Context: an optimization exercise on an open-source flow, tuned for small area. The choices shown serve that exercise and are no tape-out recipe. The RTL was checked by simulation tests, not by an equivalence proof against the original design. Power is estimated from default activity; no workload was simulated.

==> inputs of juniper <==
==> flow/design.v (excerpt) <==
module gemm(A, B, C, D, Cout, clk);
    input [31:0] A;
    input [31:0] B;
    input [31:0] C;
    input [31:0] D;
    input clk;
    output reg [31:0] Cout;
    wire s1, s2;
    gemm_ha g2 (A[25], A[24], s1, s2);
    wire s3, s4;
    gemm_fa g4 (A[26], A[25], s2, s3, s4);
    wire s5, s6;
    gemm_fa g6 (A[27], A[26], s4, s5, s6);
    wire s7, s8;
    gemm_fa g8 (A[28], A[27], s6, s7, s8);
    wire s9, s10;
    gemm_fa g10 (A[29], A[28], s8, s9, s10);
    wire x11;
    gemm_x2 g11 (A[30], A[29], x11);
    wire x12;
    gemm_x2 g12 (x11, s10, x12);
    wire q13;
    gemm_nd g13 (B[24], B[25], q13);
    wire q14;
    gemm_and2 g14 (B[24], q13, q14);
    wire q15;
    gemm_and2 g15 (B[25], q13, q15);
    wire v16;
    gemm_inv g16 (q13, v16);
    wire p17;
    gemm_nd g17 (A[24], B[24], p17);
    wire p18;
    gemm_aoi g18 (q14, A[25], q15, A[24], v16, s1, p18);
    wire p19;
    gemm_aoi g19 (q14, A[26], q15, A[25], v16, s3, p19);
    wire p20;
    gemm_aoi g20 (q14, A[27], q15, A[26], v16, s5, p20);
    wire p21;
    gemm_aoi g21 (q14, A[28], q15, A[27], v16, s7, p21);
    wire p22;
    gemm_aoi g22 (q14, A[29], q15, A[28], v16, s9, p22);
    wire p23;
    gemm_aoi g23 (q14, A[30], q15, A[29], v16, x12, p23);
    wire q24;
    gemm_nd g24 (B[26], B[27], q24);
    wire q25;
    gemm_and2 g25 (B[26], q24, q25);
    wire q26;
    gemm_and2 g26 (B[27], q24, q26);
    wire v27;
    gemm_inv g27 (q24, v27);
    wire p28;
    gemm_nd g28 (A[24], B[26], p28);
    wire p29;
    gemm_aoi g29 (q25, A[25], q26, A[24], v27, s1, p29);
    wire p30;
    gemm_aoi g30 (q25, A[26], q26, A[25], v27, s3, p30);
    wire p31;
    gemm_aoi g31 (q25, A[27], q26, A[26], v27, s5, p31);
    wire p32;
    gemm_aoi g32 (q25, A[28], q26, A[27], v27, s7, p32);
    wire q33;
    gemm_nd g33 (B[28], B[29], q33);
    wire q34;
    gemm_and2 g34 (B[28], q33, q34);
    wire q35;
    gemm_and2 g35 (B[29], q33, q35);
    wire v36;
    gemm_inv g36 (q33, v36);
    wire p37;
    gemm_nd g37 (A[24], B[28], p37);
    wire p38;
    gemm_aoi g38 (q34, A[25], q35, A[24], v36, s1, p38);
    wire p39;
    gemm_aoi g39 (q34, A[26], q35, A[25], v36, s3, p39);
    wire p40;
    gemm_nd g40 (A[24], B[30], p40);
    wire s41, s42;
    gemm_ha g42 (C[25], C[24], s41, s42);
    wire s43, s44;
  ...
clock: 10.0 ns
lec_check: 0
cap_margin: 20
core_margin: 2
core_utilization: 40
slew_margin: 20
synth_hierarchical: 1
run.sh (not shown) runs the stock make flow with config.mk's settings and CLKGATE_MAP_FILE= SYNTH_SCRIPT=/design/flow/synth_recipe.tcl, a recipe that flattens the netlist after the stock synthesis.
==> willow: changes against juniper <==
==> flow/flow/run.sh (new file) <==
#!/bin/bash
# The standard layout (standard.sh) with two changes:
#  - the port buffers that global placement inserts use the smallest buffer cell;
#  - clock tree synthesis uses clkbuf_4 buffers and no dummy loads (32 flip-flops need no more).
# ORFS writes each step's full log under orfs/logs/; make's own output goes to standard.log.
set -euo pipefail
bash standard.sh \
  "BUFFER_PORTS_ARGS=-buffer_cell sky130_fd_sc_hd__buf_1" \
  "CTS_ARGS=-sink_clustering_enable -repair_clock_nets -dont_use_dummy_load -buf_list sky130_fd_sc_hd__clkbuf_4 -root_buf sky130_fd_sc_hd__clkbuf_4" \
  finish > standard.log 2>&1
==> flow/standard.sh (new file) <==
#!/bin/bash
# synth_recipe.tcl (not shown) runs the flow's synth.tcl, then flattens the netlist and writes it again
# the make line also repeats each setting of config.mk as NAME=value (left out here)
make -C /OpenROAD-flow-scripts/flow DESIGN_CONFIG=/design/flow/config.mk WORK_HOME=/design/flow/orfs CLKGATE_MAP_FILE= SYNTH_SCRIPT=/design/flow/synth_recipe.tcl "${@:-finish}"
removed: flow/run.sh
==> run notes <==
Final cell count: willow is higher than juniper (about 0.24%).
Synthesized area is the same in willow and juniper.
Between juniper and willow, the lower global-route usage is in willow (gap 1.3 points).
First-iteration DRC count: willow is higher than juniper (3.7%).
In die area, willow and juniper do not differ.
In juniper the routed wire length is larger than in willow, by 5.4%.
Between willow and juniper, the lower clock power is in willow (gap about 60%, measured against juniper).
In sequential power, willow and juniper hardly differ.
==> figures <==
item	willow	juniper
Result of the run	timing/DRC/antenna clean	timing/DRC/antenna clean
Initial drt markers	2525	2434
Largest stage delay on the critical path	0.59 ns	0.82 ns
Number of ordinary and repair buffers in the finished layout	166	161
Number of nets in the layout	1318	1313
Sequential cell power	0.000246 W	0.000248 W
Clock group share of total power	0.021	0.054
FILL cells	2160	2059
Vias in the first global route	8637	8725
Met3 Use GR	0.06144	0.04059
Worst setup slack after placement	2.681 ns	2.229 ns
Final instance count without filler cells	1276	1273
Overall via count from detail_route	8714	8734
Leakage power of the design	3.640 nW	4.088 nW
Clock network area share	0.003722	0.01474
Sum of internal, switching and leakage power	0.002934 W	0.003150 W
Number of antenna violations at the first check in global routing	1	0

[re-timing with driven ports]
No port has a modelled driver above. Below, the same layouts with a new extraction and two added sets of constraints.
Step 1 sets driving cells, clkbuf_16 on the clock port and buf_2 on the other inputs (assumed; they add their load-dependent delay and slew).
Step 2 times the ports against the registers' clock, not the clock port: input delays grow and output delays shrink by t, the midpoint of the rising clock arrivals with the driver on.
Three values: no drivers, after step 1, after step 2; two values: the first two.
run | shift t [ns] | setup slack, ns | hold slack, ns
juniper | 0.313 | 2.445 / 2.460 / 2.147 | 2.438 / 2.431 / 2.744
willow | 0.356 | 2.956 / 2.959 / 2.603 | 2.015 / 2.019 / 2.375
After both steps setup and hold are still met in every run listed. The setup slack of willow, which loses most, moves by +0.003 ns with the drivers and by -0.353 ns with both steps.
